Background: an optimization exercise with open tools, aiming at small area and a short achievable clock period. Do not read the settings as production practice. No run shown here included a check of the RTL's function; only the layout flow was run. Power figures rest on the tool's default switching activity, not on a simulated workload.

## flow/design.v (module list and top-level ports; edited modules follow where they fit)
// module BMD_64_RWDMA_FSM: 992 lines
// module rw_fa: 4 lines
// module rw_ao21: 3 lines
// module rw_xn2: 3 lines
// module rw_or2: 3 lines
// module rw_o21ai: 3 lines
// module rw_nor3: 3 lines
// module rw_nor2: 3 lines
// module rw_gfa: 6 lines
// module rw_mj3: 3 lines
// module rw_mux2: 3 lines
// module rw_a2: 3 lines
// module rw_x2: 3 lines
module BMD_64_RWDMA_FSM (
    clk,
    rst_n,
    init_rst_i,
    wdma_rst_o,
    mwr_len_i,
    mwr_count_i,
    wdma_start_o,
    wdma_addr_o,
    wdma_done_i,
    wdma_irq_o,
    next_wdma_addr_i,
    next_wdma_up_addr_i,
    next_wdma_valid_i,
    wdma_start_i,
    wdma_stop_i,
    wdma_running_o,
    wdma_frame_len_i,
    timeframe_end_i,
    wdma_buf_ptr_o,
    wdma_status_o,
    cc_timeout_o
);
  // ...
==> flow/flow/run.sh <==
#!/bin/bash
# Standard layout, but with sky130_fd_sc_hd__buf_1 as the port buffer cell
# (instead of the default clkdlybuf4s50_1, which is larger and slower).
set -euo pipefail
export BUFFER_PORTS_ARGS="-buffer_cell sky130_fd_sc_hd__buf_1"
bash standard.sh finish > flow_make.log 2>&1
==> flow/standard.sh <==
#!/bin/bash
# synth_recipe.tcl (not shown) runs the flow's synth.tcl, then flattens the netlist and writes it again
# the make line also repeats each setting of config.mk as NAME=value (left out here)
make -C /OpenROAD-flow-scripts/flow DESIGN_CONFIG=/design/flow/config.mk WORK_HOME=/design/flow/orfs CLKGATE_MAP_FILE= SYNTH_SCRIPT=/design/flow/synth_recipe.tcl "${@:-finish}"
==> flow/config.mk <==
export PLATFORM = sky130hd
export DESIGN_NAME = BMD_64_RWDMA_FSM
export DESIGN_NICKNAME = BMD_64_RWDMA_FSM
export VERILOG_FILES = /design/flow/design.v
export SDC_FILE = /design/flow/constraint.sdc
export NUM_CORES = 4
export LEC_CHECK = 0
export CAP_MARGIN = 20
export CORE_MARGIN = 2
export CORE_UTILIZATION = 70
export CTS_BUF_LIST = sky130_fd_sc_hd__clkbuf_4 sky130_fd_sc_hd__clkbuf_8
export PLACE_DENSITY = 0.8
export SETUP_SLACK_MARGIN = 4.4
export SLEW_MARGIN = 20
export SYNTH_HIERARCHICAL = 1
export SYNTH_MINIMUM_KEEP_SIZE = 0
==> flow/constraint.sdc <==
create_clock -name core_clock -period 8.5 [get_ports {clk}]
set_input_delay 1.7000 -clock core_clock [delete_from_list [all_inputs] [get_ports {clk}]]
set_output_delay 1.7000 -clock core_clock [all_outputs]
set_load 0.01 [all_outputs]
==> reports/metrics.cfg, run 1 <==
[clocking]
worstSkewPairLatency_ps=450
numCtsBuffers=17

[detailed_routing]
maxUsedRoutingLayer=met4
route.met2.wl_mm=13.89
via_per_inst=6.150

[global_routing]
grt_max_degree=54

[yosys]
synth-async-reset-ratio_pct=0
synth_edf_count=0
synth_area_leaders=dfxtp_1 23%, fa_1 18%, xor2_1 13%, nand2_1 7.9%, maj3_2 4.9%
synth_fa_ha_area_share_pct=23.28
synthDistinctLibCells=58
synth_xor_area_share_pct=17.38

[place]
dp.cells=1393
portBuffers=154

[layout]
largest_reg_flops=27
area_growth_pct=19.61
antennaDiodeCount=0
reg_top3=p_q: 27 flops, g_q: 26 flops, wdma_buf_cnt: 16 flops
area_dominant_class=multi-input combinational cells

[setup_path]
path_depth=13
worstPathRequired_ps=8800

[floorplan]
start_util_pct=71.99
tapCellCount=180

[pwr]
clock_net_power_mw=0.520
pwr.group.combinational_mw=1.05

[min_path]
hold_path_startpoint=to_lfsr[12]
hold_path_class=register to register

[outcome]
outcome=timing/DRC/antenna clean

[sta]
finalHoldViolations=0
period_needed_ps=4324

==> run 2, diff against run 1 <==
--- a/flow/design.v
+++ b/flow/design.v
@@ -58,246 +58,20 @@
 reg [1:0]       a_lo;
 reg [11:0]      a_hi;
 reg [26:0]      p_q;
 reg [25:0]      g_q;
 wire            cc_timeout_o = cc_timeout_q;
 wire            wdma_rst_o = timeframe_end_i & st_wait;
 wire [15:0]     wdma_buf_ptr_o = wdma_buf_cnt;
 wire [26:0]     mid;
-    wire ag0 = g_q[0];
-    wire ap0 = p_q[0];
-    wire ag1 = g_q[1];
-    wire ap1 = p_q[1];
-    wire ag2 = g_q[2];
-    wire ap2 = p_q[2];
-    wire ag3 = g_q[3];
-    wire ap3 = p_q[3];
-    wire ag4 = g_q[4];
-    wire ap4 = p_q[4];
-    wire ag5 = g_q[5];
-    wire ap5 = p_q[5];
-    wire ag6 = g_q[6];
-    wire ap6 = p_q[6];
-    wire ag7 = g_q[7];
-    wire ap7 = p_q[7];
-    wire ag8 = g_q[8];
-    wire ap8 = p_q[8];
-    wire ag9 = g_q[9];
-    wire ap9 = p_q[9];
-    wire ag10 = g_q[10];
-    wire ap10 = p_q[10];
-    wire ag11 = g_q[11];
-    wire ap11 = p_q[11];
-    wire ag12 = g_q[12];
-    wire ap12 = p_q[12];
-    wire ag13 = g_q[13];
-    wire ap13 = p_q[13];
-    wire ag14 = g_q[14];
-    wire ap14 = p_q[14];
-    wire ag15 = g_q[15];
-    wire ap15 = p_q[15];
-    wire ag16 = g_q[16];
-    wire ap16 = p_q[16];
-    wire ag17 = g_q[17];
-    wire ap17 = p_q[17];
-    wire ag18 = g_q[18];
-    wire ap18 = p_q[18];
-    wire ag19 = g_q[19];
-    wire ap19 = p_q[19];
-    wire ag20 = g_q[20];
-    wire ap20 = p_q[20];
-    wire ag21 = g_q[21];
-    wire ap21 = p_q[21];
-    wire ag22 = g_q[22];
-    wire ap22 = p_q[22];
-    wire ag23 = g_q[23];
-    wire ap23 = p_q[23];
-    wire ag24 = g_q[24];
-    wire ap24 = p_q[24];
-    wire ag25 = g_q[25];
-    wire ap25 = p_q[25];
-    wire g1_1;
-    rw_ao21 u_g1_1 (.a(ag1), .b(ap1), .c(ag0), .y(g1_1));
-    wire g1_3;
-    rw_ao21 u_g1_3 (.a(ag3), .b(ap3), .c(ag2), .y(g1_3));
-    wire p1_3 = ap3 & ap2;
-    wire g1_5;
-    rw_ao21 u_g1_5 (.a(ag5), .b(ap5), .c(ag4), .y(g1_5));
-    wire p1_5 = ap5 & ap4;
-    wire g1_7;
-    rw_ao21 u_g1_7 (.a(ag7), .b(ap7), .c(ag6), .y(g1_7));
-    wire p1_7 = ap7 & ap6;
-    wire g1_9;
-    rw_ao21 u_g1_9 (.a(ag9), .b(ap9), .c(ag8), .y(g1_9));
-    wire p1_9 = ap9 & ap8;
-    wire g1_11;
-    rw_ao21 u_g1_11 (.a(ag11), .b(ap11), .c(ag10), .y(g1_11));
-    wire p1_11 = ap11 & ap10;
-    wire g1_13;
-    rw_ao21 u_g1_13 (.a(ag13), .b(ap13), .c(ag12), .y(g1_13));
-    wire p1_13 = ap13 & ap12;
-    wire g1_15;
-    rw_ao21 u_g1_15 (.a(ag15), .b(ap15), .c(ag14), .y(g1_15));
-    wire p1_15 = ap15 & ap14;
-    wire g1_17;
-    rw_ao21 u_g1_17 (.a(ag17), .b(ap17), .c(ag16), .y(g1_17));
-    wire p1_17 = ap17 & ap16;
-    wire g1_19;
-    rw_ao21 u_g1_19 (.a(ag19), .b(ap19), .c(ag18), .y(g1_19));
-    wire p1_19 = ap19 & ap18;
-    wire g1_21;
-    rw_ao21 u_g1_21 (.a(ag21), .b(ap21), .c(ag20), .y(g1_21));
-    wire p1_21 = ap21 & ap20;
-    wire g1_23;
-    rw_ao21 u_g1_23 (.a(ag23), .b(ap23), .c(ag22), .y(g1_23));
-    wire p1_23 = ap23 & ap22;
-    wire g1_25;
-    rw_ao21 u_g1_25 (.a(ag25), .b(ap25), .c(ag24), .y(g1_25));
-    wire p1_25 = ap25 & ap24;
-    wire g2_2;
-    rw_ao21 u_g2_2 (.a(ag2), .b(ap2), .c(g1_1), .y(g2_2));
-    wire g2_3;
-    rw_ao21 u_g2_3 (.a(g1_3), .b(p1_3), .c(g1_1), .y(g2_3));
-    wire g2_6;
-    rw_ao21 u_g2_6 (.a(ag6), .b(ap6), .c(g1_5), .y(g2_6));
-    wire p2_6 = ap6 & p1_5;
-    wire g2_7;
-    rw_ao21 u_g2_7 (.a(g1_7), .b(p1_7), .c(g1_5), .y(g2_7));
-    wire p2_7 = p1_7 & p1_5;
-    wire g2_10;
-    rw_ao21 u_g2_10 (.a(ag10), .b(ap10), .c(g1_9), .y(g2_10));
-    wire p2_10 = ap10 & p1_9;
-    wire g2_11;
-    rw_ao21 u_g2_11 (.a(g1_11), .b(p1_11), .c(g1_9), .y(g2_11));
-    wire p2_11 = p1_11 & p1_9;
-    wire g2_14;
-    rw_ao21 u_g2_14 (.a(ag14), .b(ap14), .c(g1_13), .y(g2_14));
-    wire p2_14 = ap14 & p1_13;
-    wire g2_15;
-    rw_ao21 u_g2_15 (.a(g1_15), .b(p1_15), .c(g1_13), .y(g2_15));
-    wire p2_15 = p1_15 & p1_13;
-    wire g2_18;
-    rw_ao21 u_g2_18 (.a(ag18), .b(ap18), .c(g1_17), .y(g2_18));
-    wire p2_18 = ap18 & p1_17;
-    wire g2_19;
-    rw_ao21 u_g2_19 (.a(g1_19), .b(p1_19), .c(g1_17), .y(g2_19));
-    wire p2_19 = p1_19 & p1_17;
-    wire g2_22;
-    rw_ao21 u_g2_22 (.a(ag22), .b(ap22), .c(g1_21), .y(g2_22));
-    wire p2_22 = ap22 & p1_21;
-    wire g2_23;
-    rw_ao21 u_g2_23 (.a(g1_23), .b(p1_23), .c(g1_21), .y(g2_23));
-    wire p2_23 = p1_23 & p1_21;
-    wire g4_4;
-    rw_ao21 u_g4_4 (.a(ag4), .b(ap4), .c(g2_3), .y(g4_4));
-    wire g4_5;
-    rw_ao21 u_g4_5 (.a(g1_5), .b(p1_5), .c(g2_3), .y(g4_5));
-    wire g4_6;
-    rw_ao21 u_g4_6 (.a(g2_6), .b(p2_6), .c(g2_3), .y(g4_6));
-    wire g4_7;
-    rw_ao21 u_g4_7 (.a(g2_7), .b(p2_7), .c(g2_3), .y(g4_7));
-    wire g4_12;
-    rw_ao21 u_g4_12 (.a(ag12), .b(ap12), .c(g2_11), .y(g4_12));
-    wire p4_12 = ap12 & p2_11;
-    wire g4_13;
-    rw_ao21 u_g4_13 (.a(g1_13), .b(p1_13), .c(g2_11), .y(g4_13));
-    wire p4_13 = p1_13 & p2_11;
-    wire g4_14;
-    rw_ao21 u_g4_14 (.a(g2_14), .b(p2_14), .c(g2_11), .y(g4_14));
-    wire p4_14 = p2_14 & p2_11;
-    wire g4_15;
-    rw_ao21 u_g4_15 (.a(g2_15), .b(p2_15), .c(g2_11), .y(g4_15));
-    wire p4_15 = p2_15 & p2_11;
-    wire g4_20;
-    rw_ao21 u_g4_20 (.a(ag20), .b(ap20), .c(g2_19), .y(g4_20));
-    wire p4_20 = ap20 & p2_19;
-    wire g4_21;
-    rw_ao21 u_g4_21 (.a(g1_21), .b(p1_21), .c(g2_19), .y(g4_21));
-    wire p4_21 = p1_21 & p2_19;
-    wire g4_22;
-    rw_ao21 u_g4_22 (.a(g2_22), .b(p2_22), .c(g2_19), .y(g4_22));
-    wire p4_22 = p2_22 & p2_19;
-    wire g4_23;
-    rw_ao21 u_g4_23 (.a(g2_23), .b(p2_23), .c(g2_19), .y(g4_23));
-    wire p4_23 = p2_23 & p2_19;
-    wire g8_8;
-    rw_ao21 u_g8_8 (.a(ag8), .b(ap8), .c(g4_7), .y(g8_8));
-    wire g8_9;
-    rw_ao21 u_g8_9 (.a(g1_9), .b(p1_9), .c(g4_7), .y(g8_9));
-    wire g8_10;
-    rw_ao21 u_g8_10 (.a(g2_10), .b(p2_10), .c(g4_7), .y(g8_10));
-    wire g8_11;
-    rw_ao21 u_g8_11 (.a(g2_11), .b(p2_11), .c(g4_7), .y(g8_11));
-    wire g8_12;
-    rw_ao21 u_g8_12 (.a(g4_12), .b(p4_12), .c(g4_7), .y(g8_12));
-    wire g8_13;
-    rw_ao21 u_g8_13 (.a(g4_13), .b(p4_13), .c(g4_7), .y(g8_13));
-    wire g8_14;
-    rw_ao21 u_g8_14 (.a(g4_14), .b(p4_14), .c(g4_7), .y(g8_14));
-    wire g8_15;
-    rw_ao21 u_g8_15 (.a(g4_15), .b(p4_15), .c(g4_7), .y(g8_15));
-    wire g8_24;
-    rw_ao21 u_g8_24 (.a(ag24), .b(ap24), .c(g4_23), .y(g8_24));
-    wire p8_24 = ap24 & p4_23;
-    wire g8_25;
-    rw_ao21 u_g8_25 (.a(g1_25), .b(p1_25), .c(g4_23), .y(g8_25));
-    wire p8_25 = p1_25 & p4_23;
-    wire g16_16;
-    rw_ao21 u_g16_16 (.a(ag16), .b(ap16), .c(g8_15), .y(g16_16));
-    wire g16_17;
-    rw_ao21 u_g16_17 (.a(g1_17), .b(p1_17), .c(g8_15), .y(g16_17));
-    wire g16_18;
-    rw_ao21 u_g16_18 (.a(g2_18), .b(p2_18), .c(g8_15), .y(g16_18));
-    wire g16_19;
-    rw_ao21 u_g16_19 (.a(g2_19), .b(p2_19), .c(g8_15), .y(g16_19));
-    wire g16_20;
-    rw_ao21 u_g16_20 (.a(g4_20), .b(p4_20), .c(g8_15), .y(g16_20));
-    wire g16_21;
-    rw_ao21 u_g16_21 (.a(g4_21), .b(p4_21), .c(g8_15), .y(g16_21));
-    wire g16_22;
-    rw_ao21 u_g16_22 (.a(g4_22), .b(p4_22), .c(g8_15), .y(g16_22));
-    wire g16_23;
-    rw_ao21 u_g16_23 (.a(g4_23), .b(p4_23), .c(g8_15), .y(g16_23));
-    wire g16_24;
-    rw_ao21 u_g16_24 (.a(g8_24), .b(p8_24), .c(g8_15), .y(g16_24));
-    wire g16_25;
-    rw_ao21 u_g16_25 (.a(g8_25), .b(p8_25), .c(g8_15), .y(g16_25));
-    assign mid[0] = ap0;
-    rw_x2 u_sum1 (.a(ap1), .b(ag0), .y(mid[1]));
-    rw_x2 u_sum2 (.a(ap2), .b(g1_1), .y(mid[2]));
-    rw_x2 u_sum3 (.a(ap3), .b(g2_2), .y(mid[3]));
-    rw_x2 u_sum4 (.a(ap4), .b(g2_3), .y(mid[4]));
-    rw_x2 u_sum5 (.a(ap5), .b(g4_4), .y(mid[5]));
-    rw_x2 u_sum6 (.a(ap6), .b(g4_5), .y(mid[6]));
-    rw_x2 u_sum7 (.a(ap7), .b(g4_6), .y(mid[7]));
-    rw_x2 u_sum8 (.a(ap8), .b(g4_7), .y(mid[8]));
-    rw_x2 u_sum9 (.a(ap9), .b(g8_8), .y(mid[9]));
-    rw_x2 u_sum10 (.a(ap10), .b(g8_9), .y(mid[10]));
-    rw_x2 u_sum11 (.a(ap11), .b(g8_10), .y(mid[11]));
-    rw_x2 u_sum12 (.a(ap12), .b(g8_11), .y(mid[12]));
-    rw_x2 u_sum13 (.a(ap13), .b(g8_12), .y(mid[13]));
-    rw_x2 u_sum14 (.a(ap14), .b(g8_13), .y(mid[14]));
-    rw_x2 u_sum15 (.a(ap15), .b(g8_14), .y(mid[15]));
-    rw_x2 u_sum16 (.a(ap16), .b(g8_15), .y(mid[16]));
-    rw_x2 u_sum17 (.a(ap17), .b(g16_16), .y(mid[17]));
-    rw_x2 u_sum18 (.a(ap18), .b(g16_17), .y(mid[18]));
-    rw_x2 u_sum19 (.a(ap19), .b(g16_18), .y(mid[19]));
-    rw_x2 u_sum20 (.a(ap20), .b(g16_19), .y(mid[20]));
-    rw_x2 u_sum21 (.a(ap21), .b(g16_20), .y(mid[21]));
-    rw_x2 u_sum22 (.a(ap22), .b(g16_21), .y(mid[22]));
-    rw_x2 u_sum23 (.a(ap23), .b(g16_22), .y(mid[23]));
-    rw_x2 u_sum24 (.a(ap24), .b(g16_23), .y(mid[24]));
-    rw_x2 u_sum25 (.a(ap25), .b(g16_24), .y(mid[25]));
-    wire ap26 = p_q[26];
-    rw_x2 u_sum26 (.a(ap26), .b(g16_25), .y(mid[26]));
-    assign c26 = g16_25;
-    assign p26 = ap26;
-wire            c26;
+wire            c26;             
 wire            p26;
+    rw_add u_add (.p(p_q), .g(g_q), .mid(mid), .c26(c26));
+    assign p26 = p_q[26];
 wire [11:0]     hi_ones;
 wire [11:0]     out_hi;
 assign hi_ones[0] = 1'b1;
 genvar gi;
 generate for (gi = 1; gi < 12; gi = gi + 1) begin : g_hi
     assign hi_ones[gi] = hi_ones[gi-1] & a_hi[gi-1];
 end endgenerate
 wire [11:0]     hi_c0 = a_hi ^ (hi_ones & {12{p26}});
@@ -483,46 +257,46 @@
     rw_xn2 u_hs0 (.a(xn[8]), .b(pp0_8), .y(hs0));
     rw_or2 u_hc0 (.a(xn[8]), .b(pp0_8), .y(hc0));
     wire fs0, fc0;
     rw_fa u_fs0 (.a(xn[9]), .b(pp0_9), .c(pp1_8), .s(fs0), .co(fc0));
     wire hs1, hc1;
     rw_xn2 u_hs1 (.a(pp2_7), .b(pp3_6), .y(hs1));
     rw_or2 u_hc1 (.a(pp2_7), .b(pp3_6), .y(hc1));
     wire fs1, fc1;
-    rw_fa u_fs1 (.a(xn[10]), .b(pp0_10), .c(pp1_9), .s(fs1), .co(fc1));
+    rw_gfa u_fs1 (.a(xn[10]), .b(pp0_10), .c(pp1_9), .s(fs1), .co(fc1));
     wire fs2, fc2;
-    rw_fa u_fs2 (.a(pp2_8), .b(pp3_7), .c(pp4_6), .s(fs2), .co(fc2));
+    rw_gfa u_fs2 (.a(pp2_8), .b(pp3_7), .c(pp4_6), .s(fs2), .co(fc2));
     wire fs3, fc3;
-    rw_fa u_fs3 (.a(xn[11]), .b(pp0_11), .c(pp1_10), .s(fs3), .co(fc3));
+    rw_gfa u_fs3 (.a(xn[11]), .b(pp0_11), .c(pp1_10), .s(fs3), .co(fc3));
     wire fs4, fc4;
-    rw_fa u_fs4 (.a(pp2_9), .b(pp3_8), .c(pp4_7), .s(fs4), .co(fc4));
+    rw_gfa u_fs4 (.a(pp2_9), .b(pp3_8), .c(pp4_7), .s(fs4), .co(fc4));
     wire fs5, fc5;
-    rw_fa u_fs5 (.a(xn[12]), .b(pp0_12), .c(pp1_11), .s(fs5), .co(fc5));
+    rw_gfa u_fs5 (.a(xn[12]), .b(pp0_12), .c(pp1_11), .s(fs5), .co(fc5));
     wire fs6, fc6;
-    rw_fa u_fs6 (.a(pp2_10), .b(pp3_9), .c(pp4_8), .s(fs6), .co(fc6));
+    rw_gfa u_fs6 (.a(pp2_10), .b(pp3_9), .c(pp4_8), .s(fs6), .co(fc6));
     wire fs7, fc7;
-    rw_fa u_fs7 (.a(xn[13]), .b(pp0_13), .c(pp1_12), .s(fs7), .co(fc7));
+    rw_gfa u_fs7 (.a(xn[13]), .b(pp0_13), .c(pp1_12), .s(fs7), .co(fc7));
     wire fs8, fc8;
-    rw_fa u_fs8 (.a(pp2_11), .b(pp3_10), .c(pp4_9), .s(fs8), .co(fc8));
+    rw_gfa u_fs8 (.a(pp2_11), .b(pp3_10), .c(pp4_9), .s(fs8), .co(fc8));
     wire fs9, fc9;
-    rw_fa u_fs9 (.a(xn[14]), .b(pp0_14), .c(pp1_13), .s(fs9), .co(fc9));
+    rw_gfa u_fs9 (.a(xn[14]), .b(pp0_14), .c(pp1_13), .s(fs9), .co(fc9));
     wire fs10, fc10;
-    rw_fa u_fs10 (.a(pp2_12), .b(pp3_11), .c(pp4_10), .s(fs10), .co(fc10));
+    rw_gfa u_fs10 (.a(pp2_12), .b(pp3_11), .c(pp4_10), .s(fs10), .co(fc10));
     wire fs11, fc11;
-    rw_fa u_fs11 (.a(xn[15]), .b(pp0_15), .c(pp1_14), .s(fs11), .co(fc11));
+    rw_gfa u_fs11 (.a(xn[15]), .b(pp0_15), .c(pp1_14), .s(fs11), .co(fc11));
     wire fs12, fc12;
-    rw_fa u_fs12 (.a(pp2_13), .b(pp3_12), .c(pp4_11), .s(fs12), .co(fc12));
+    rw_gfa u_fs12 (.a(pp2_13), .b(pp3_12), .c(pp4_11), .s(fs12), .co(fc12));
     wire fs13, fc13;
-    rw_fa u_fs13 (.a(xn[16]), .b(pp1_15), .c(pp2_14), .s(fs13), .co(fc13));
+    rw_gfa u_fs13 (.a(xn[16]), .b(pp1_15), .c(pp2_14), .s(fs13), .co(fc13));
     wire hs2, hc2;
     rw_xn2 u_hs2 (.a(pp3_13), .b(pp4_12), .y(hs2));
     rw_or2 u_hc2 (.a(pp3_13), .b(pp4_12), .y(hc2));
     wire fs14, fc14;
-    rw_fa u_fs14 (.a(xn[17]), .b(pp2_15), .c(pp3_14), .s(fs14), .co(fc14));
+    rw_gfa u_fs14 (.a(xn[17]), .b(pp2_15), .c(pp3_14), .s(fs14), .co(fc14));
     wire hs3, hc3;
     rw_xn2 u_hs3 (.a(xn[5]), .b(pp0_5), .y(hs3));
     rw_or2 u_hc3 (.a(xn[5]), .b(pp0_5), .y(hc3));
     wire fs15, fc15;
     rw_fa u_fs15 (.a(xn[6]), .b(pp0_6), .c(pp1_5), .s(fs15), .co(fc15));
     wire hs4, hc4;
     rw_xn2 u_hs4 (.a(pp2_4), .b(pp3_3), .y(hs4));
     rw_or2 u_hc4 (.a(pp2_4), .b(pp3_3), .y(hc4));
@@ -593,17 +367,17 @@
     rw_fa u_fs46 (.a(pp7_10), .b(pp8_9), .c(pp9_8), .s(fs46), .co(fc46));
     wire fs47, fc47;
     rw_gfa u_fs47 (.a(hc2), .b(fs14), .c(fc13), .s(fs47), .co(fc47));
     wire fs48, fc48;
     rw_fa u_fs48 (.a(xn[18]), .b(pp3_15), .c(pp4_14), .s(fs48), .co(fc48));
     wire fs49, fc49;
     rw_fa u_fs49 (.a(pp5_13), .b(pp6_12), .c(pp7_11), .s(fs49), .co(fc49));
     wire fs50, fc50;
-    rw_fa u_fs50 (.a(pp8_10), .b(pp9_9), .c(fc14), .s(fs50), .co(fc50));
+    rw_gfa u_fs50 (.a(pp8_10), .b(pp9_9), .c(fc14), .s(fs50), .co(fc50));
     wire fs51, fc51;
     rw_fa u_fs51 (.a(xn[19]), .b(pp4_15), .c(pp5_14), .s(fs51), .co(fc51));
     wire fs52, fc52;
     rw_fa u_fs52 (.a(pp6_13), .b(pp7_12), .c(pp8_11), .s(fs52), .co(fc52));
     wire fs53, fc53;
     rw_fa u_fs53 (.a(xn[20]), .b(pp5_15), .c(pp6_14), .s(fs53), .co(fc53));
     wire hs6, hc6;
     rw_xn2 u_hs6 (.a(xn[3]), .b(pp0_3), .y(hs6));
@@ -623,61 +397,61 @@
     rw_fa u_fs58 (.a(hc3), .b(hs4), .c(fs15), .s(fs58), .co(fc58));
     wire fs59, fc59;
     rw_fa u_fs59 (.a(pp7_0), .b(hc4), .c(hs5), .s(fs59), .co(fc59));
     wire fs60, fc60;
     rw_fa u_fs60 (.a(fs16), .b(fs17), .c(fc15), .s(fs60), .co(fc60));
     wire fs61, fc61;
     rw_fa u_fs61 (.a(hc5), .b(fs18), .c(fs19), .s(fs61), .co(fc61));
     wire fs62, fc62;
-    rw_fa u_fs62 (.a(fc16), .b(fc17), .c(fs20), .s(fs62), .co(fc62));
+    rw_gfa u_fs62 (.a(fc16), .b(fc17), .c(fs20), .s(fs62), .co(fc62));
     wire fs63, fc63;
-    rw_fa u_fs63 (.a(fs21), .b(fs22), .c(fc18), .s(fs63), .co(fc63));
+    rw_gfa u_fs63 (.a(fs21), .b(fs22), .c(fc18), .s(fs63), .co(fc63));
     wire fs64, fc64;
-    rw_fa u_fs64 (.a(fc19), .b(fs23), .c(fc20), .s(fs64), .co(fc64));
+    rw_gfa u_fs64 (.a(fc19), .b(fs23), .c(fc20), .s(fs64), .co(fc64));
     wire fs65, fc65;
-    rw_fa u_fs65 (.a(fs24), .b(fc21), .c(fc22), .s(fs65), .co(fc65));
+    rw_gfa u_fs65 (.a(fs24), .b(fc21), .c(fc22), .s(fs65), .co(fc65));
     wire fs66, fc66;
     rw_fa u_fs66 (.a(fs25), .b(fs26), .c(fc23), .s(fs66), .co(fc66));
     wire fs67, fc67;
-    rw_fa u_fs67 (.a(fs27), .b(fc24), .c(fs28), .s(fs67), .co(fc67));
+    rw_gfa u_fs67 (.a(fs27), .b(fc24), .c(fs28), .s(fs67), .co(fc67));
     wire fs68, fc68;
     rw_gfa u_fs68 (.a(fc25), .b(fs29), .c(fc26), .s(fs68), .co(fc68));
     wire fs69, fc69;
-    rw_fa u_fs69 (.a(fs30), .b(fc27), .c(fs31), .s(fs69), .co(fc69));
+    rw_gfa u_fs69 (.a(fs30), .b(fc27), .c(fs31), .s(fs69), .co(fc69));
     wire fs70, fc70;
     rw_gfa u_fs70 (.a(fc28), .b(fs32), .c(fc29), .s(fs70), .co(fc70));
     wire fs71, fc71;
-    rw_fa u_fs71 (.a(fs33), .b(fc30), .c(fs34), .s(fs71), .co(fc71));
+    rw_gfa u_fs71 (.a(fs33), .b(fc30), .c(fs34), .s(fs71), .co(fc71));
     wire fs72, fc72;
     rw_gfa u_fs72 (.a(fc31), .b(fs35), .c(fc32), .s(fs72), .co(fc72));
     wire fs73, fc73;
-    rw_fa u_fs73 (.a(fs36), .b(fc33), .c(fs37), .s(fs73), .co(fc73));
+    rw_gfa u_fs73 (.a(fs36), .b(fc33), .c(fs37), .s(fs73), .co(fc73));
     wire fs74, fc74;
     rw_gfa u_fs74 (.a(fc34), .b(fs38), .c(fc35), .s(fs74), .co(fc74));
     wire fs75, fc75;
-    rw_fa u_fs75 (.a(fs39), .b(fc36), .c(fs40), .s(fs75), .co(fc75));
+    rw_gfa u_fs75 (.a(fs39), .b(fc36), .c(fs40), .s(fs75), .co(fc75));
     wire fs76, fc76;
     rw_gfa u_fs76 (.a(fc37), .b(fs41), .c(fc38), .s(fs76), .co(fc76));
     wire fs77, fc77;
-    rw_fa u_fs77 (.a(fs42), .b(fc39), .c(fs43), .s(fs77), .co(fc77));
+    rw_gfa u_fs77 (.a(fs42), .b(fc39), .c(fs43), .s(fs77), .co(fc77));
     wire fs78, fc78;
     rw_gfa u_fs78 (.a(fc40), .b(fs44), .c(fc41), .s(fs78), .co(fc78));
     wire fs79, fc79;
-    rw_fa u_fs79 (.a(fs45), .b(fs46), .c(fc42), .s(fs79), .co(fc79));
+    rw_gfa u_fs79 (.a(fs45), .b(fs46), .c(fc42), .s(fs79), .co(fc79));
     wire fs80, fc80;
     rw_gfa u_fs80 (.a(fc43), .b(fs47), .c(fc44), .s(fs80), .co(fc80));
     wire fs81, fc81;
     rw_fa u_fs81 (.a(fs48), .b(fs49), .c(fc45), .s(fs81), .co(fc81));
     wire fs82, fc82;
     rw_gfa u_fs82 (.a(fc46), .b(fs50), .c(fc47), .s(fs82), .co(fc82));
     wire fs83, fc83;
     rw_fa u_fs83 (.a(pp9_10), .b(fs51), .c(fs52), .s(fs83), .co(fc83));
     wire fs84, fc84;
-    rw_fa u_fs84 (.a(fc48), .b(fc49), .c(fc50), .s(fs84), .co(fc84));
+    rw_gfa u_fs84 (.a(fc48), .b(fc49), .c(fc50), .s(fs84), .co(fc84));
     wire fs85, fc85;
     rw_fa u_fs85 (.a(pp7_13), .b(pp8_12), .c(pp9_11), .s(fs85), .co(fc85));
     wire fs86, fc86;
     rw_fa u_fs86 (.a(fs53), .b(fc51), .c(fc52), .s(fs86), .co(fc86));
     wire fs87, fc87;
     rw_fa u_fs87 (.a(xn[21]), .b(pp6_15), .c(pp7_14), .s(fs87), .co(fc87));
     wire fs88, fc88;
     rw_fa u_fs88 (.a(pp8_13), .b(pp9_12), .c(fc53), .s(fs88), .co(fc88));
@@ -688,25 +462,25 @@
     rw_or2 u_hc8 (.a(xn[2]), .b(pp0_2), .y(hc8));
     wire fs90, fc90;
     rw_fa u_fs90 (.a(pp1_2), .b(pp2_1), .c(pp3_0), .s(fs90), .co(fc90));
     wire fs91, fc91;
     rw_fa u_fs91 (.a(pp4_0), .b(hc6), .c(hs7), .s(fs91), .co(fc91));
     wire fs92, fc92;
     rw_fa u_fs92 (.a(hc7), .b(fs55), .c(fc54), .s(fs92), .co(fc92));
     wire fs93, fc93;
-    rw_fa u_fs93 (.a(fs57), .b(fc55), .c(fs58), .s(fs93), .co(fc93));
+    rw_gfa u_fs93 (.a(fs57), .b(fc55), .c(fs58), .s(fs93), .co(fc93));
     wire fs94, fc94;
-    rw_fa u_fs94 (.a(fc57), .b(fs59), .c(fs60), .s(fs94), .co(fc94));
+    rw_gfa u_fs94 (.a(fc57), .b(fs59), .c(fs60), .s(fs94), .co(fc94));
     wire fs95, fc95;
     rw_gfa u_fs95 (.a(fc59), .b(fs61), .c(fs62), .s(fs95), .co(fc95));
     wire fs96, fc96;
-    rw_fa u_fs96 (.a(fs63), .b(fc61), .c(fc62), .s(fs96), .co(fc96));
+    rw_gfa u_fs96 (.a(fs63), .b(fc61), .c(fc62), .s(fs96), .co(fc96));
     wire fs97, fc97;
-    rw_fa u_fs97 (.a(fs65), .b(fc63), .c(fc64), .s(fs97), .co(fc97));
+    rw_gfa u_fs97 (.a(fs65), .b(fc63), .c(fc64), .s(fs97), .co(fc97));
     wire fs98, fc98;
     rw_gfa u_fs98 (.a(fs67), .b(fc65), .c(fs68), .s(fs98), .co(fc98));
     wire fs99, fc99;
     rw_gfa u_fs99 (.a(fs69), .b(fc67), .c(fs70), .s(fs99), .co(fc99));
     wire fs100, fc100;
     rw_gfa u_fs100 (.a(fs71), .b(fc69), .c(fs72), .s(fs100), .co(fc100));
     wire fs101, fc101;
     rw_gfa u_fs101 (.a(fs73), .b(fc71), .c(fs74), .s(fs101), .co(fc101));
@@ -716,17 +490,17 @@
     rw_gfa u_fs103 (.a(fs77), .b(fc75), .c(fs78), .s(fs103), .co(fc103));
     wire fs104, fc104;
     rw_gfa u_fs104 (.a(fs79), .b(fc77), .c(fs80), .s(fs104), .co(fc104));
     wire fs105, fc105;
     rw_gfa u_fs105 (.a(fs81), .b(fc79), .c(fs82), .s(fs105), .co(fc105));
     wire fs106, fc106;
     rw_gfa u_fs106 (.a(fs83), .b(fc81), .c(fs84), .s(fs106), .co(fc106));
     wire fs107, fc107;
-    rw_fa u_fs107 (.a(fs85), .b(fc83), .c(fs86), .s(fs107), .co(fc107));
+    rw_gfa u_fs107 (.a(fs85), .b(fc83), .c(fs86), .s(fs107), .co(fc107));
     wire fs108, fc108;
     rw_fa u_fs108 (.a(fs87), .b(fc85), .c(fs88), .s(fs108), .co(fc108));
     wire fs109, fc109;
     rw_fa u_fs109 (.a(pp9_13), .b(fs89), .c(fc87), .s(fs109), .co(fc109));
     wire fs110, fc110;
     rw_fa u_fs110 (.a(xn[23]), .b(pp8_15), .c(pp9_14), .s(fs110), .co(fc110));
     wire hs9, hc9;
     rw_xn2 u_hs9 (.a(xn[1]), .b(pp0_1), .y(hs9));
@@ -739,17 +513,17 @@
     rw_fa u_fs113 (.a(fs54), .b(fc90), .c(fs91), .s(fs113), .co(fc113));
     wire fs114, fc114;
     rw_fa u_fs114 (.a(fs56), .b(fc91), .c(fs92), .s(fs114), .co(fc114));
     wire fs115, fc115;
     rw_fa u_fs115 (.a(fc56), .b(fc92), .c(fs93), .s(fs115), .co(fc115));
     wire fs116, fc116;
     rw_gfa u_fs116 (.a(fc58), .b(fs94), .c(fc93), .s(fs116), .co(fc116));
     wire fs117, fc117;
-    rw_fa u_fs117 (.a(fc60), .b(fs95), .c(fc94), .s(fs117), .co(fc117));
+    rw_gfa u_fs117 (.a(fc60), .b(fs95), .c(fc94), .s(fs117), .co(fc117));
     wire fs118, fc118;
     rw_gfa u_fs118 (.a(fs64), .b(fs96), .c(fc95), .s(fs118), .co(fc118));
     wire fs119, fc119;
     rw_gfa u_fs119 (.a(fs66), .b(fs97), .c(fc96), .s(fs119), .co(fc119));
     wire fs120, fc120;
     rw_gfa u_fs120 (.a(fc66), .b(fs98), .c(fc97), .s(fs120), .co(fc120));
     wire fs121, fc121;
     rw_gfa u_fs121 (.a(fc68), .b(fs99), .c(fc98), .s(fs121), .co(fc121));
@@ -765,17 +539,17 @@
     rw_gfa u_fs126 (.a(fc78), .b(fs104), .c(fc103), .s(fs126), .co(fc126));
     wire fs127, fc127;
     rw_gfa u_fs127 (.a(fc80), .b(fs105), .c(fc104), .s(fs127), .co(fc127));
     wire fs128, fc128;
     rw_gfa u_fs128 (.a(fc82), .b(fs106), .c(fc105), .s(fs128), .co(fc128));
     wire fs129, fc129;
     rw_gfa u_fs129 (.a(fs107), .b(fc84), .c(fc106), .s(fs129), .co(fc129));
     wire fs130, fc130;
-    rw_fa u_fs130 (.a(fc86), .b(fs108), .c(fc107), .s(fs130), .co(fc130));
+    rw_gfa u_fs130 (.a(fc86), .b(fs108), .c(fc107), .s(fs130), .co(fc130));
     wire fs131, fc131;
     rw_fa u_fs131 (.a(fs109), .b(fc88), .c(fc108), .s(fs131), .co(fc131));
     wire fs132, fc132;
     rw_fa u_fs132 (.a(fs110), .b(fc89), .c(fc109), .s(fs132), .co(fc132));
     wire fs133, fc133;
     rw_fa u_fs133 (.a(xn[24]), .b(pp9_15), .c(fc110), .s(fs133), .co(fc133));
     wire pt_n0;
     rw_xn2 u_pt0 (.a(xn[0]), .b(pp0_0), .y(pt_n0));
@@ -1026,8 +800,127 @@
 assign y = s ? b : a;
 endmodule
 module rw_a2 (input a, input b, output y);
 assign y = a & b;
 endmodule
 module rw_x2 (input a, input b, output y);
 assign y = a ^ b;
 endmodule
+module rw_add (input [26:0] p, input [25:0] g, output [26:0] mid, output c26);
+wire G1_1 = g[1] | (p[1] & g[0]);
+wire G1_3 = g[3] | (p[3] & g[2]);
+wire P1_3 = p[3] & p[2];
+wire G1_5 = g[5] | (p[5] & g[4]);
+wire P1_5 = p[5] & p[4];
+wire G1_7 = g[7] | (p[7] & g[6]);
+wire P1_7 = p[7] & p[6];
+wire G1_9 = g[9] | (p[9] & g[8]);
+wire P1_9 = p[9] & p[8];
+wire G1_11 = g[11] | (p[11] & g[10]);
+wire P1_11 = p[11] & p[10];
+wire G1_13 = g[13] | (p[13] & g[12]);
+wire P1_13 = p[13] & p[12];
+wire G1_15 = g[15] | (p[15] & g[14]);
+wire P1_15 = p[15] & p[14];
+wire G1_17 = g[17] | (p[17] & g[16]);
+wire P1_17 = p[17] & p[16];
+wire G1_19 = g[19] | (p[19] & g[18]);
+wire P1_19 = p[19] & p[18];
+wire G1_21 = g[21] | (p[21] & g[20]);
+wire P1_21 = p[21] & p[20];
+wire G1_23 = g[23] | (p[23] & g[22]);
+wire P1_23 = p[23] & p[22];
+wire G1_25 = g[25] | (p[25] & g[24]);
+wire P1_25 = p[25] & p[24];
+wire G2_2 = g[2] | (p[2] & G1_1);
+wire G2_3 = G1_3 | (P1_3 & G1_1);
+wire G2_6 = g[6] | (p[6] & G1_5);
+wire P2_6 = p[6] & P1_5;
+wire G2_7 = G1_7 | (P1_7 & G1_5);
+wire P2_7 = P1_7 & P1_5;
+wire G2_10 = g[10] | (p[10] & G1_9);
+wire P2_10 = p[10] & P1_9;
+wire G2_11 = G1_11 | (P1_11 & G1_9);
+wire P2_11 = P1_11 & P1_9;
+wire G2_14 = g[14] | (p[14] & G1_13);
+wire P2_14 = p[14] & P1_13;
+wire G2_15 = G1_15 | (P1_15 & G1_13);
+wire P2_15 = P1_15 & P1_13;
+wire G2_18 = g[18] | (p[18] & G1_17);
+wire P2_18 = p[18] & P1_17;
+wire G2_19 = G1_19 | (P1_19 & G1_17);
+wire P2_19 = P1_19 & P1_17;
+wire G2_22 = g[22] | (p[22] & G1_21);
+wire P2_22 = p[22] & P1_21;
+wire G2_23 = G1_23 | (P1_23 & G1_21);
+wire P2_23 = P1_23 & P1_21;
+wire G4_4 = g[4] | (p[4] & G2_3);
+wire G4_5 = G1_5 | (P1_5 & G2_3);
+wire G4_6 = G2_6 | (P2_6 & G2_3);
+wire G4_7 = G2_7 | (P2_7 & G2_3);
+wire G4_12 = g[12] | (p[12] & G2_11);
+wire P4_12 = p[12] & P2_11;
+wire G4_13 = G1_13 | (P1_13 & G2_11);
+wire P4_13 = P1_13 & P2_11;
+wire G4_14 = G2_14 | (P2_14 & G2_11);
+wire P4_14 = P2_14 & P2_11;
+wire G4_15 = G2_15 | (P2_15 & G2_11);
+wire P4_15 = P2_15 & P2_11;
+wire G4_20 = g[20] | (p[20] & G2_19);
+wire P4_20 = p[20] & P2_19;
+wire G4_21 = G1_21 | (P1_21 & G2_19);
+wire P4_21 = P1_21 & P2_19;
+wire G4_22 = G2_22 | (P2_22 & G2_19);
+wire P4_22 = P2_22 & P2_19;
+wire G4_23 = G2_23 | (P2_23 & G2_19);
+wire P4_23 = P2_23 & P2_19;
+wire G8_8 = g[8] | (p[8] & G4_7);
+wire G8_9 = G1_9 | (P1_9 & G4_7);
+wire G8_10 = G2_10 | (P2_10 & G4_7);
+wire G8_11 = G2_11 | (P2_11 & G4_7);
+wire G8_12 = G4_12 | (P4_12 & G4_7);
+wire G8_13 = G4_13 | (P4_13 & G4_7);
+wire G8_14 = G4_14 | (P4_14 & G4_7);
+wire G8_15 = G4_15 | (P4_15 & G4_7);
+wire G8_24 = g[24] | (p[24] & G4_23);
+wire P8_24 = p[24] & P4_23;
+wire G8_25 = G1_25 | (P1_25 & G4_23);
+wire P8_25 = P1_25 & P4_23;
+wire G16_16 = g[16] | (p[16] & G8_15);
+wire G16_17 = G1_17 | (P1_17 & G8_15);
+wire G16_18 = G2_18 | (P2_18 & G8_15);
+wire G16_19 = G2_19 | (P2_19 & G8_15);
+wire G16_20 = G4_20 | (P4_20 & G8_15);
+wire G16_21 = G4_21 | (P4_21 & G8_15);
+wire G16_22 = G4_22 | (P4_22 & G8_15);
+wire G16_23 = G4_23 | (P4_23 & G8_15);
+wire G16_24 = G8_24 | (P8_24 & G8_15);
+wire G16_25 = G8_25 | (P8_25 & G8_15);
+assign mid[0] = p[0];
+assign mid[1] = p[1] ^ g[0];
+assign mid[2] = p[2] ^ G1_1;
+assign mid[3] = p[3] ^ G2_2;
+assign mid[4] = p[4] ^ G2_3;
+assign mid[5] = p[5] ^ G4_4;
+assign mid[6] = p[6] ^ G4_5;
+assign mid[7] = p[7] ^ G4_6;
+assign mid[8] = p[8] ^ G4_7;
+assign mid[9] = p[9] ^ G8_8;
+assign mid[10] = p[10] ^ G8_9;
+assign mid[11] = p[11] ^ G8_10;
+assign mid[12] = p[12] ^ G8_11;
+assign mid[13] = p[13] ^ G8_12;
+assign mid[14] = p[14] ^ G8_13;
+assign mid[15] = p[15] ^ G8_14;
+assign mid[16] = p[16] ^ G8_15;
+assign mid[17] = p[17] ^ G16_16;
+assign mid[18] = p[18] ^ G16_17;
+assign mid[19] = p[19] ^ G16_18;
+assign mid[20] = p[20] ^ G16_19;
+assign mid[21] = p[21] ^ G16_20;
+assign mid[22] = p[22] ^ G16_21;
+assign mid[23] = p[23] ^ G16_22;
+assign mid[24] = p[24] ^ G16_23;
+assign mid[25] = p[25] ^ G16_24;
+assign mid[26] = p[26] ^ G16_25;
+assign c26 = G16_25;
+endmodule
==> reports/metrics.cfg, run 2 <==
[floorplan]
die_h_um=125.2  ; was 123.7 um
start_util_pct=71.29  ; was 71.99%
coreArea_um2=14420  ; was 13930 um2
die_w_um=125.2  ; was 123.7 um
die_area_um2=15680  ; was 15300 um2
core.rowCount=44  ; was 43
pin_count=155  ; unchanged

[yosys]
syn-cell-area_um2=10280  ; was 10030 um2
synth.avg_cell_area_um2=8.684  ; was 8.996 um2
syn_inst=1184  ; was 1115
yosysWarnings=7  ; unchanged

[pwr]
power.net_switching_mw=0.7886  ; was 0.7850 mW
seqPwrFrac_pct=27.0  ; was 26.2%
ir_drop_mv=0.1111  ; was 0.09773 mV
intPower_mw=1.273  ; was 1.343 mW
power_frac_comb_pct=47.8  ; was 49.4%
total_power_mw=2.061  ; was 2.128 mW
clockPowerShare_pct=25.2  ; was 24.4%
p_sw_share_pct=38.26  ; was 36.88%
p_leak_nw=4.315  ; was 4.923 nW
p_per_area_nw_per_um2=171.1  ; was 177.4 nW/um2

[clocking]
root_buffer=clkbuf_8  ; unchanged
path_clk_slew_ps=80  ; was 70 ps
cts.sinks=116  ; unchanged
clock_path_buffers=2  ; unchanged
numCtsBuffers=17  ; unchanged
cts_tree=yes  ; unchanged
worstSkewPairLatency_ps=430  ; was 450 ps
cts_max_level=4  ; unchanged

[layout]
largest_reg_flops=27  ; unchanged
fin_nets=1490  ; was 1473
drive_gt1_share_pct=22.09  ; was 21.18%
most-common-layout-cells=190 x xor2_1, 187 x nand2_1, 117 x buf_1  ; was 193 x nand2_1, 141 x xor2_1, 117 x buf_1
reg_top3=p_q: 27 flops, g_q: 26 flops, wdma_buf_cnt: 16 flops  ; unchanged
area_growth_pct=17.17  ; was 19.61%
max_flop_register=p_q  ; unchanged
final_common_cell=xor2_1  ; was nand2_1
finalNonFillerCells=1533  ; was 1483
antennaDiodeCount=0  ; unchanged

[detailed_routing]
drt_iter0_drc=816  ; was 687
first_pass_iters=8  ; was 5
via_count=9181  ; was 9120
routed_wl_mm=26.47  ; was 28.67 mm
wl_per_cell_um=17.27  ; was 19.33 um
postRouteAntennaNets=0  ; unchanged
post-route-drc-count=0  ; unchanged
via_per_inst=5.989  ; was 6.150

[global_routing]
grt_overflow=0  ; unchanged
use_met1_pct=41.72  ; was 40.43%
grt_max_degree=54  ; unchanged
antenna_found_initial=0  ; unchanged
grt_pass1_wl_mm=42.85  ; was 38.30 mm
grtUsageMet2_pct=57.26  ; was 54.60%
track_usage_pct=33.22  ; was 32.31%
grt_pass1_vias=8913  ; was 8116
met3_usage_pct=6.076  ; was 7.555%
busiest_layer=met2  ; unchanged

[sta]
post-route-period-util_pct=51.13  ; was 50.87%
max_freq_mhz=230.1  ; was 231.3 MHz
drv_slew=0  ; unchanged
finalHoldViolations=0  ; unchanged
fin_ws_ps=4154  ; was 4176 ps
worst_pin_slew_ps=1052  ; was 1071 ps
rsz0062_at_grt=true  ; unchanged
final.setup.tns_ps=0  ; unchanged
setup_viol=0  ; unchanged
slew_headroom_pct=29.61  ; was 28.58%
finClkSkew_ps=18.57  ; was 11.48 ps
period_needed_ps=4346  ; was 4324 ps

[place]
portBuffers=154  ; unchanged
hpwl_mm=19.39  ; was 17.83 mm
dp.cells=1467  ; was 1393
dp_slack_ps=3397  ; was 3224 ps
globalplace.congestion=0.8795  ; was 0.8931

[setup_path]
crit_type=register to output port  ; was primary input to register
cp_max_fo=12  ; was 7
cp-start-kind=register  ; was primary input
cp-end-kind=output port  ; was register
worstPathRequired_ps=6800  ; was 8800 ps
reg2reg_from=p_q[16]  ; was p_q[11]
critPathLaunch=p_q[12]  ; was mwr_len_i[3]
worstPathArrival_ps=2650  ; was 4620 ps

[min_path]
hold_path_class=register to register  ; unchanged
hold_path_startpoint=st_check  ; was to_lfsr[12]

[outcome]
outcome=timing/DRC/antenna clean  ; unchanged

[flow_run]
maxCapViolations=0  ; unchanged

## run 2: path summary, 6_finish.rpt
| kind | to | slack [ps] | cells past startpoint |
|---|---|---|---|
| worst min-delay path | prev_check | 450 | 0 |
| worst min register to register | prev_check | 450 | 0 |
| worst max register to register | p_q[16] | 5480 | 12 |
| worst max-delay path | wdma_addr_o[39] | 4150 | 8 |
## run 2: cell type report
type / instances / area (um2)
Clock inverter: 15 / 171.4
Multi-Input combinational cell: 962 / 7856
Inverter: 47 / 176.4
Tap cell: 184 / 230.2
Clock buffer: 17 / 234.0
Fill cell: 914 / 2376
Sequential cell: 116 / 2341
Timing Repair Buffer: 192 / 1039
## run 2: worst max-delay path, cell delays in order, from the launching register on
cell,delay (ps)
dfxtp_4,400
and4_1,250
and3_1,180
o2111a_2,290
o21ai_2,100
a311oi_4,330
buf_12,200
mux2_4,340
buf_1,130
## run 2: metal layers
layer / part of all wire (%) / vias to the layer above
li1: - / 4284
met1: 40 / 4388
met2: 49 / 431
met3: 7.3 / 78
met4: 2.9 / 0
met5: 0 / -
## run 2: repair_timing
item / CTS / global route
buffers inserted: 10 / 24
resized for setup: 79 / 84
pin swaps: 14 / 77
hold buffers: 0 / 0
setup endpoints to repair: 60 / 49
## run 2: through the flow
| stage | util (%) | cell area, um2 | hold WS, ps |
|---|---|---|---|
| 2_1_floorplan | - | 10790 | 396.7 |
| 3_3_place_gp | 76.28 | 11000 | 445.7 |
| 3_5_place_dp | 76.28 | 11000 | 447.3 |
| 4_1_cts | 80.66 | 11630 | 450.6 |
| 5_1_grt | 83.53 | 12050 | 454.2 |
| 6_report | 83.53 | 12050 | 452.2 |
## run 2: power groups by stage
stage                     registers, mW  clock network, mW  logic [mW]
after floorplan                   0.567                  0       0.777
after CTS                         0.556              0.527       0.893
after global routing              0.557              0.553        1.07
final                             0.556              0.520       0.985
after global placement            0.569                  0       0.853
after detailed placement          0.569                  0       0.889

-- what the ideal ports hide --
Ports are ideal in the flow. The routed layouts listed here were re-timed in OpenROAD. Step 1: set_driving_cell puts a clkbuf_16 on clk and a buf_2 on each other input, an assumption about the parent block. Step 2 moves the port delays by t, midway between the first and last clock arrival at a register: inputs arrive t later, outputs are due t later. That takes back most of the time a late clock gives input paths. Slacks: no drivers / after step 1 / after step 2; pairs: no drivers / after step 1.
run	t (ns)	setup slack, ns	worst setup path after step 2	latest minus earliest clock arrival (ns)
run 1	0.477	4.176 / 4.143 / 3.666	input to register	0.011 / 0.012
run 2	0.460	4.154 / 4.118 / 3.994	input to register	0.019 / 0.019
After both steps every run listed still meets setup and hold. For run 1, which loses most, drivers alone change the setup slack by -0.033 ns; drivers and shift together by -0.510 ns.
